Context: an optimization exercise on an open-source flow, tuned for small area, a short achievable clock period and few clock cycles per item. The choices shown serve that exercise and are no tape-out recipe. Only simulation tests tie the RTL to the original design; equivalence was not proved. Power and IR drop assume default switching activity.

===== flow/design.v =====
`timescale 1ns / 1ps
module verilog_multiplier(clk, rst, ready, op1, op2, res, done);
    input wire clk, rst;
    input wire ready;
    input wire[31:0] op1, op2;
    output reg[31:0] res;
    output reg done;
    parameter ST_START=0, ST_INIT=1, ST_SNAN1=2, ST_SNAN2=3, ST_QNAN=4, ST_ZERO=5, ST_INF=6, ST_ADJ3=7, ST_ADJ2=8, ST_ADJ1=9, ST_ELAB=10, ST_SHIFTR=11, ST_SHIFTL=12, ST_NORM=13, ST_CHECK=14, ST_SUBNORM=15, ST_ROUND=16, ST_WRITE=17, ST_FINISH=18;
    reg[4:0] STATE, NEXT_STATE;
    reg sign1, sign2;
    reg[7:0] exp1, exp2;
    reg[23:0] mant1, mant2;
    reg[9:0] exp_tmp;
    reg[47:0] mant_tmp;
always @(STATE, ready, exp1, mant1, exp2, mant2, exp_tmp, mant_tmp)
begin
    case (STATE)        
        ST_START: begin
            if (ready == 1'b1)
                NEXT_STATE <= ST_INIT;
            else
                NEXT_STATE <= STATE;
        end
        ST_INIT: begin        
            if (((exp1 == 8'd0 && mant1[22:0] == 23'd0) && (exp2 == 8'd255 && mant2[22:0] == 23'd0)) || 
               ((exp1 == 8'd255 && mant1[22:0] == 23'd0) && (exp2 == 8'd0 && mant2[22:0] == 23'd0)))
                NEXT_STATE <= ST_QNAN;
            else if (exp2 == 8'd255 && mant2[22:0] != 23'd0)
                NEXT_STATE <= ST_SNAN2;
            else if (exp1 == 8'd255 && mant1[22:0] != 23'd0)
                NEXT_STATE <= ST_SNAN1;
            else if ((exp1 == 8'd0 && mant1[22:0] == 23'd0) || (exp2 == 8'd0 && mant2[22:0] == 23'd0))
                NEXT_STATE <= ST_ZERO;
            else if ((exp1 == 8'd255 && mant1[22:0] == 23'd0) || (exp2 == 8'd255 && mant2[22:0] == 23'd0))
                NEXT_STATE <= ST_INF;
            else if ((exp1 == 8'd0 && mant1[22:0] != 23'd0) && (exp2 == 8'd0 && mant2[22:0] != 23'd0))
                NEXT_STATE <= ST_ADJ3;
            else if (exp2 == 8'd0 && mant2[22:0] != 23'd0)
                NEXT_STATE <= ST_ADJ2;
            else if (exp1 == 8'd0 && mant1[22:0] != 23'd0)
                NEXT_STATE <= ST_ADJ1;
            else
                NEXT_STATE <= ST_ELAB;            
        end
        ST_QNAN: begin
            NEXT_STATE <= ST_FINISH;
        end
        ST_SNAN2: begin
            NEXT_STATE <= ST_FINISH;
        end
        ST_SNAN1: begin
            NEXT_STATE <= ST_FINISH;
        end
        ST_ZERO: begin
            NEXT_STATE <= ST_FINISH;
        end
        ST_INF: begin
            NEXT_STATE <= ST_FINISH;
        end
        ST_ADJ3: begin
            NEXT_STATE <= ST_ELAB;
        end
        ST_ADJ2: begin
            NEXT_STATE <= ST_ELAB;
        end
        ST_ADJ1: begin
            NEXT_STATE <= ST_ELAB;
        end
        ST_ELAB: begin
            if (mant_tmp[47] == 1'b1)                                
                NEXT_STATE <= ST_SHIFTR;
            else if (mant_tmp[46] == 1'b1)                           
                NEXT_STATE <= ST_CHECK;
            else                                                     
                NEXT_STATE <= ST_SHIFTL;                             
        end
        ST_SHIFTR: begin
            NEXT_STATE <= ST_CHECK;
        end
        ST_SHIFTL: begin
            NEXT_STATE <= ST_NORM;
        end
        ST_NORM: begin                
            if ((exp_tmp[9] == 10'd1) || (exp_tmp == 10'd0))         
                NEXT_STATE <= ST_CHECK;                              
            else if (mant_tmp[46] == 10'd1)
                NEXT_STATE <= ST_CHECK;                              
            else
                NEXT_STATE <= ST_SHIFTL;                             
        end
        ST_CHECK: begin           
            if (exp_tmp[9:8] == 2'b01)                                               
                NEXT_STATE <= ST_INF;                                                
            else if (exp_tmp == 10'd0)                                               
                NEXT_STATE <= ST_SUBNORM;                                            
            else if ((exp_tmp[9:8] == 2'b00) && (mant_tmp[22] == 1'b0))              
                NEXT_STATE <= ST_WRITE;                                              
            else if ((exp_tmp[9:8] == 2'b00) && (mant_tmp[22] == 1'b1))              
                NEXT_STATE <= ST_ROUND;                                              
            else if (((exp_tmp + 10'd21) < 10'b1000000000))                          
                NEXT_STATE <= ST_SHIFTR;                                             
            else                                                                     
                NEXT_STATE <= ST_ZERO;                                               
        end
        ST_SUBNORM: begin
            NEXT_STATE <= ST_WRITE;
        end
        ST_ROUND: begin
            if (mant_tmp[47] == 1)
                NEXT_STATE <= ST_SHIFTR;      
            else
                NEXT_STATE <= ST_WRITE;
        end
        ST_WRITE: begin
            NEXT_STATE <= ST_FINISH;
        end
        ST_FINISH: begin
            NEXT_STATE <= ST_START;
        end
        default : begin
            NEXT_STATE <= STATE;
        end
    endcase
end
always @(posedge clk, posedge rst)
begin
    if (rst == 1'b1) begin                   
        STATE <= ST_START;
        done <= 1'b0;
        res <= 32'd0;
        exp_tmp <= 24'd0;            
        mant_tmp <= 48'd0;  
        sign1 <= 1'b0;             
        exp1 <= 10'd0;
        mant1 <= 24'd0; 
        sign2 <= 1'b0;             
        exp2 <= 10'd0;
        mant2 <= 24'd0;
end 
else begin
        STATE <= NEXT_STATE;                 
        case (NEXT_STATE)
            ST_START: begin 
                done <= 1'b0;                
                exp_tmp <= 24'd0;
                mant_tmp <= 48'd0;
                sign1 <= 1'b0;             
                exp1 <= 10'd0;
                mant1 <= 24'd0;
                sign2 <= 1'b0;             
                exp2 <= 10'd0;
                mant2 <= 24'd0;
            end       
            ST_INIT: begin
                sign1 <= op1[31];             
                exp1 <= op1[30:23];
                mant1[23] <= 1'b1;
                mant1[22:0] <= op1[22:0];
                sign2 <= op2[31];             
                exp2 <= op2[30:23];
                mant2[23] <= 1'b1;
                mant2[22:0] <= op2[22:0];
            end
            ST_QNAN: begin
                res[31] <= 1'b1;
                res[30:23] <= 8'd255;
                res[22] <= 1'b1;
                res[21:0] <= 8'd0;
            end
            ST_SNAN2: begin
                res[31] <= sign2;
                res[30:23] <= 8'd255;
                res[22] <= 1'b1;
                res[21:0] <= mant2[21:0];
            end
            ST_SNAN1: begin
                res[31] <= sign1;
                res[30:23] <= 8'd255;
                res[22] <= 1'b1;
                res[21:0] <= mant1[21:0];
            end
            ST_ZERO: begin
                res[31] = sign1 ^ sign2;
                res[30:23] = 8'd0;
                res[22:0] = 31'd0;
            end
            ST_INF: begin
                res[31] = sign1 ^ sign2;
                res[30:23] = 8'd255;
                res[22:0] = 31'd0;
            end
            ST_ADJ3: begin
                mant1[23] = 1'b0;
                exp1 = 10'd1;    
                mant2[23] = 1'b0;
                exp2 = 10'd1;    
            end
            ST_ADJ2: begin
                mant2[23] = 1'b0;
                exp2 = 10'd1;    
            end
            ST_ADJ1: begin
                mant1[23] = 1'b0;
                exp1 = 10'd1;    
            end
            ST_ELAB: begin
                exp_tmp <= exp1 + exp2 - 10'd127;
                mant_tmp <= mant1 * mant2;
            end
            ST_SHIFTR: begin
                mant_tmp <= mant_tmp >> 1'b1;
                exp_tmp <= exp_tmp + 10'd1;
            end
            ST_SHIFTL: begin
                mant_tmp <= mant_tmp << 1'b1;
                exp_tmp <= exp_tmp - 10'd1;
            end
            ST_NORM: begin
            end
            ST_CHECK: begin
            end
            ST_SUBNORM: begin
                mant_tmp <= mant_tmp >> 1'd1;  
            end
            ST_ROUND: begin
                mant_tmp[47:23] <= mant_tmp[47:23] + 24'd1;          
            end
            ST_WRITE: begin
                res[31] = sign1 ^ sign2;
                res[30:23] = exp_tmp[7:0];
                res[22:0] = mant_tmp[45:23];
            end
            ST_FINISH: begin
                done = 1'b1;
            end                
            default : begin
            end
        endcase
    end    
end
endmodule

===== flow/run.sh =====
#!/bin/bash
# synth_recipe.tcl (not shown) runs the flow's synth.tcl, then flattens the netlist and writes it again
# the make line also repeats each setting of config.mk as NAME=value (left out here)
make -C /OpenROAD-flow-scripts/flow DESIGN_CONFIG=/design/flow/config.mk WORK_HOME=/design/flow/orfs CLKGATE_MAP_FILE= SYNTH_SCRIPT=/design/flow/synth_recipe.tcl finish

===== flow/config.mk =====
export PLATFORM = sky130hd
export DESIGN_NAME = verilog_multiplier
export DESIGN_NICKNAME = verilog_multiplier
export VERILOG_FILES = /design/flow/design.v
export SDC_FILE = /design/flow/constraint.sdc
export NUM_CORES = 4
export LEC_CHECK = 0
export CAP_MARGIN = 20
export CORE_MARGIN = 2
export CORE_UTILIZATION = 40
export SLEW_MARGIN = 20

===== flow/constraint.sdc =====
create_clock -name core_clock -period 8.0 [get_ports {clk}]
set_input_delay 1.6000 -clock core_clock [delete_from_list [all_inputs] [get_ports {clk}]]
set_output_delay 1.6000 -clock core_clock [all_outputs]
set_load 0.01 [all_outputs]

==> results.txt <==
-- worst max-delay path: stages (launching register included) --
cell,delay (ns)
dfrtp_1,0.71
nand2_1,0.17
fa_1,0.56
inv_1,0.05
fa_1,0.48
inv_1,0.06
fa_1,0.49
fa_1,0.51
inv_1,0.05
fa_1,0.49
fa_1,0.51
inv_1,0.05
fa_1,0.50
inv_1,0.06
ha_1,0.33
and2_1,0.23
and4_1,0.25
o211ai_1,0.15
a21oi_1,0.27
o31ai_1,0.14
a21oi_1,0.34
o221ai_2,0.21
o311ai_0,0.47
a21oi_1,0.15
xor2_1,0.17
o211ai_1,0.15
-- how the worst max path moves through the flow --
stage / startpoint / end / slack (ns) / depth (start not counted)
floorplan: mant2[3] / mant_tmp[45] / 0.92 / 27
global placement: mant1[10] / mant_tmp[40] / 0.35 / 26
detailed placement: mant2[9] / mant_tmp[40] / 0.22 / 25
CTS: mant2[0] / mant_tmp[40] / 0.17 / 26
global route: mant1[9] / mant_tmp[40] / 0.02 / 27
finish: mant1[17] / mant_tmp[46] / 0.32 / 25
-- sequential cells by signal, summed over array words and instances (netlist names) --
name and count:
STATE 5, done 1, exp1 8, exp2 8
exp_tmp 10, mant1 24, mant2 24, mant_tmp 48
res 32, sign1 1, sign2 1
-- layout by cell type (no fill, tap or decap), drive strengths merged, types with 7 or more instances in the layout --
cell type      synthesis  layout
o21ai                 65      65
and2                 287     287
a222oi                45      45
a22o                  68      68
nand2b                 8       8
fa                   484     484
and3                  12      12
nand4                 13      13
clkbuf               170      19
o21bai                10      10
ha                   199     199
nor2b                 17      17
a21oi                 73      73
clkdlybuf4s50          0      99
o31ai                  7       7
o22ai                  8       8
nand3                 30      30
dfrtp                162     162
a211oi                 8       8
nor3                  20      20
a22oi                 16      16
inv                  603     612
xnor2                 37      37
a221o                 22      22
or3                    8       8
buf                   38     100
nor2                  67      67
xor2                  23      23
nor4                  23      23
a221oi                 8       8
o211ai                13      13
nand2                450     450
a21o                  26      26
-- power groups by stage --
stage	Clock (mW)	Combinational (mW)	Sequential, mW
after detailed placement	0	5.89	1.63
after global placement	0	5.87	1.63
final	0.851	5.94	1.63
after global routing	0.888	6.61	1.68
after floorplan	0	4.33	1.29
after CTS	0.860	5.95	1.62
-- kinds of logic after synthesis --
logic type                 count (synthesis)  synth area share [%]
buffers and inverters                    811                 11.19
muxes                                      4                0.1439
AOI/OAI and AO/OA                        417                 11.43
DFF                                      162                 14.57
adders and majority gates                683                 43.77
xor gates and xnor gates                  60                 1.889
and+or+nand+nor                          960                 17.01
-- area by class of cell --
class	instances	area (um2)	share of cell area [%]
Multi-Input combinational cell	2124	20690	67.77
Sequential cell	162	4065	13.31
Inverter	603	2268	7.428
Timing Repair Buffer	199	1779	5.826
Tap cell	931	1165	3.814
Clock buffer	19	432.9	1.418
Clock inverter	13	132.6	0.4343
-- per-layer routing --
layer / wire, um / share of wire (%) / up-vias
li1: - / - / 9745
met1: 34920 / 45 / 10958
met2: 36250 / 47 / 729
met3: 4958 / 6.4 / 104
met4: 1724 / 2.2 / 0
met5: 0 / 0 / -
-- timing repair --
item | CTS | global route
setup endpoints to repair | 0 | 6
gates resized for setup | 0 | 11
setup buffers | 0 | 0
hold buffers | 0 | 0
==> flow_summary.yaml <==
placed_design:
  dpl_cell_area_um2: 29950
  pre_cts_slack_ns: 0.2228
  dp.cells: 4019
  gp_congestion: 0.9093
  port_buffers: 99
  place_hpwl_um: 61390
sta:
  worst_pin_slew_ns: 1.182
  relSlewSlack_pct: 21.18
  hold_viol: 0
  min_period_over_period_pct: 96.02
  finalCriticalPeriod_ns: 7.682
  skew_ns: 0.02131
  setup_viol_count_final: 0
  max_freq_mhz: 130.2
  rsz0062_at_grt: "no"
  report.final.slew_viol_count: 0
  fin_ws_ns: 0.3184
  hold_slack_ns: 0.4748
  setup_tns_ns: 0
yosys:
  yosys-top-cells-count: "inv_1, fa_1, nand2_1, and2_1, ha_1"
  yosysUniqueCellTypes: 79
  synth_warnings: 1
  post-synth-top-count-cell: "inv_1"
  syn_nets: 3847
  yosysSeqAreaShare_pct: 14.57
  synthTopCellsByArea: "fa_1, dfrtp_1, ha_1, inv_1, and2_1"
  synth_edf_count: 0
  avgSynthCellArea_um2: 8.985
  async_reset_ff_share_pct: 100.0
  synth_top_flop_cell: "dfrtp_1"
  yosys.area.top_type_share_pct: 34.82
  synth_seq_cells: 162
  netlist_area_um2: 27830
  yosys.area.top_type: "fa_1"
  synth_cells: 3097
worst_setup_path:
  critPathRequiredTime_ns: 8.37
  reg2reg_from: "mant1[17]"
  cp.arrival_ns: 8.05
  critPathLaunchType: "register"
  reg2reg_slack_ns: 0.32
  worstSetupPathType: "register to register"
  worstReg2RegEnd: "mant_tmp[46]"
  timing.reg2reg.worst_path_depth: 25
  critPathMaxFanout: 9
  endpoint_kind: "register"
detailed_routing:
  wl_per_cell_um: 19.22
  drc: 0
  ant_nets: 0
  viasPerCell: 5.316
  vias: 21536
  drt_iter0_drc: 1832
  totalWireLength_um: 77860
  dr.pass1.iters: 7
layout:
  area_growth_syn_to_layout_pct: 9.749
  design_area_um2: 30540
  fillCellCount: 6806
  fin_util_pct: 44.45
  layout-drive-gt1-share_pct: 5.577
  antennaDiodeCount: 0
  fin_cells: 4051
  layout.nets: 3857
global_route:
  grt.met1_usage_pct: 32.82
  busiest_layer: "met2"
  grt_max_degree: 80
  grt_pass1_wl_um: 127700
  grt_antenna_before_repair: 0
  grt.overflow.total: 0
  grt_usage_pct: 22.86
  grt_use_met3_pct: 2.822
  grtUsageMet2_pct: 36.77
  grt_pass1_vias: 22710
power_and_ir_drop:
  powerDensity_nw_per_um2: 275.5
  switching_share_pct: 55.41
  p_leak_nw: 15.00
  p_total_mw: 8.412
  p_int_mw: 3.751
  switchingPower_mw: 4.661
  clockPowerShare_pct: 10.1
  ir_drop_mv: 0.2215
  pwr-share-comb_pct: 70.6
  seqPwrFrac_pct: 19.3
floorplan:
  die_w_um: 267.8
  die_y_um: 267.8
  core_area_um2: 68710
  start_util_pct: 40.50
  ios: 100
  die_area_um2: 71690
  row_count: 96
clock_network:
  numCtsBuffers: 17
  clock_latency_ns: 0.47
  cts-root-buf: "clkbuf_16"
  path_clk_slew_ns: 0.08
  cts.htree.levels: 4
  cts_tree: "built"
  clockBufferDepth: 2
  cts.sinks: 162
min_path:
  worstHoldStart: "res[4]"
  min_to: "res[4]"
  hold_depth: 2
  hp-class: "register to register"
run:
  drv_cap: 0
status:
  status: "no timing/DRC/antenna violations"
Testbench counts, summed over its fixed seeds: cycles 22,733, items 3,200.

what the ideal ports hide:
No port has a modelled driver above. Below, the same layout with a new extraction and two added sets of constraints. Step 1, drivers: a clkbuf_16 drives clk and a buf_2 each remaining input, both assumed. Step 2 times the ports against the registers' clock, not the clock port: input delays grow and output delays shrink by t, the midpoint of the rising clock arrivals with the driver on. Three values: ideal, step 1, step 2; two values: the first two.
t (ns): 0.508
setup slack, ns: 0.318 / 0.318 / 0.318
slew at the worst register clock pin (ns): 0.09 / 0.09
After both steps setup and hold are still met in this run. The setup slack of this run moves by 0.000 ns with the drivers and by 0.000 ns with both steps.
